Source: an optimization exercise on an open RTL-to-GDS flow (aim: small area). Production flows keep margins and buffers that such runs may drop. In this exercise RTL edits were held to simulation tests only and were not proved equivalent to the original.

Design smg_display, start of the top module:
module smg_display(
input clk,
input rst_n,
input number_en,
input [19:0] number,
output reg [5:0] an,
output reg [7:0] sseg,
output warning
    );
For scale: ~250 cells after synthesis, roughly 52 flip-flops, about 38 I/O pins, roughly 0.0024 mm^2 of cells after synthesis.
==> flow/config.mk <==
export PLATFORM = sky130hd
export DESIGN_NAME = smg_display
export DESIGN_NICKNAME = smg_display
export VERILOG_FILES = /design/flow/design.v
export SDC_FILE = /design/flow/constraint.sdc
export NUM_CORES = 4
export LEC_CHECK = 0
export CAP_MARGIN = 20
export CORE_MARGIN = 2
export CORE_UTILIZATION = 40
export SLEW_MARGIN = 20
==> flow/constraint.sdc <==
create_clock -name core_clock -period 10.0 [get_ports {clk}]
set_input_delay 2.0000 -clock core_clock [delete_from_list [all_inputs] [get_ports {clk}]]
set_output_delay 2.0000 -clock core_clock [all_outputs]
set_load 0.01 [all_outputs]
standard.sh (not shown) runs the stock make flow with config.mk's settings and CLKGATE_MAP_FILE= SYNTH_SCRIPT=/design/flow/synth_recipe.tcl, a recipe that flattens the netlist after the stock synthesis.
==> flow/flow/run.sh <==
#!/bin/bash
# The standard ORFS layout (the standard.sh) with these changes:
#  - synthesis maps the logic with an area-oriented ABC script (flow/abc_area.script)
#    in place of ORFS's delay-oriented one; the clock period has ample slack;
#  - the port buffers are the smallest buffer (buf_1);
#  - clock tree synthesis inserts no dummy load cells (CTS_ARGS below).
set -euo pipefail
here=$(pwd)
rm -rf "$here/scripts_own"
cp -r "$FLOW_HOME/scripts" "$here/scripts_own"
cp "$here/flow/abc_area.script" "$here/scripts_own/abc_speed.script"
export BUFFER_PORTS_ARGS="-buffer_cell sky130_fd_sc_hd__buf_1"
export CTS_ARGS="-sink_clustering_enable -repair_clock_nets -dont_use_dummy_load -buf_list {sky130_fd_sc_hd__clkbuf_4 sky130_fd_sc_hd__clkbuf_8} -sink_clustering_size 16"
bash standard.sh SCRIPTS_DIR="$here/scripts_own" finish > standard.log 2>&1
==> flow/flow/abc_area.script <==
strash
&get -n
&fraig -x
&put
scorr
dc2
dretime
strash
dch -f
amap -m -F 3 -A 20
topo
Next try:
--- a/flow/flow/run.sh
+++ b/flow/flow/run.sh
@@ -12,3 +12,3 @@
 export BUFFER_PORTS_ARGS="-buffer_cell sky130_fd_sc_hd__buf_1"
-export CTS_ARGS="-sink_clustering_enable -repair_clock_nets -dont_use_dummy_load -buf_list {sky130_fd_sc_hd__clkbuf_4 sky130_fd_sc_hd__clkbuf_8} -sink_clustering_size 16"
+export CTS_ARGS="-sink_clustering_enable -repair_clock_nets -dont_use_dummy_load -buf_list {sky130_fd_sc_hd__clkbuf_4} -sink_clustering_size 16"
 bash standard.sh SCRIPTS_DIR="$here/scripts_own" finish > standard.log 2>&1
- CORE_UTILIZATION: 40 -> 85
The changed run never finished: it broke off in global placement.
Area after synthesis does not change.
Synthesized cell count stays the same.
Next try:
--- a/flow/flow/run.sh
+++ b/flow/flow/run.sh
@@ -12,3 +12,3 @@
 export BUFFER_PORTS_ARGS="-buffer_cell sky130_fd_sc_hd__buf_1"
-export CTS_ARGS="-sink_clustering_enable -repair_clock_nets -dont_use_dummy_load -buf_list {sky130_fd_sc_hd__clkbuf_4} -sink_clustering_size 16"
+export CTS_ARGS="-sink_clustering_enable -repair_clock_nets -dont_use_dummy_load -buf_list {sky130_fd_sc_hd__clkbuf_4 sky130_fd_sc_hd__clkbuf_8} -sink_clustering_size 16"
 bash standard.sh SCRIPTS_DIR="$here/scripts_own" finish > standard.log 2>&1
- CORE_UTILIZATION: 85 -> 25
Effect: This time the run completed without violations. Synthesized area stays the same. Synthesized cell count does not change.
Next try:
==> flow/flow/abc_area.script (replaced) <==
strash
&get -n
&fraig -x
&put
scorr
dc2
dretime
strash
dch -f
amap
topo
- CORE_UTILIZATION: 25 -> 40
=> Via count went up slightly. Critical path depth drops by 1. Synthesized area rises slightly. Worst hold slack hardly moves. Non-clock buffer count came out lower by 2. Register-to-register slack is better by 0.04 ns. Worst setup slack gets worse by 0.53 ns.

## what the ideal ports hide
The flow's constraints put no driver on any port. The routed layouts listed below were extracted and timed again, unchanged, in two steps. Step 1: set_driving_cell puts a clkbuf_16 on clk and a buf_2 on each other input, an assumption about the parent block. Step 2 adds t to the input delays and takes it off the output delays; t is the mean of the earliest and latest rising clock arrival at the registers after step 1. Input paths then give back, and output paths get back, about the clock's delay inside the block. Slacks: ideal ports / drivers / drivers and shift; pairs: ideal ports / drivers.
run	t (ns)	setup slack, ns	hold WS [ns]	worst register clock-pin slew, ns
the first run	0.327	6.053 / 6.056 / 5.730	0.380 / 0.380 / 0.380	0.09 / 0.09
the third run	0.323	6.309 / 6.316 / 5.993	0.366 / 0.366 / 0.366	0.09 / 0.09
the fourth run	0.328	5.783 / 5.786 / 5.458	0.368 / 0.368 / 0.368	0.10 / 0.10
After both steps every run listed still meets setup and hold. For the fourth run, which loses most, drivers alone change the setup slack by +0.003 ns; drivers and shift together by -0.325 ns.
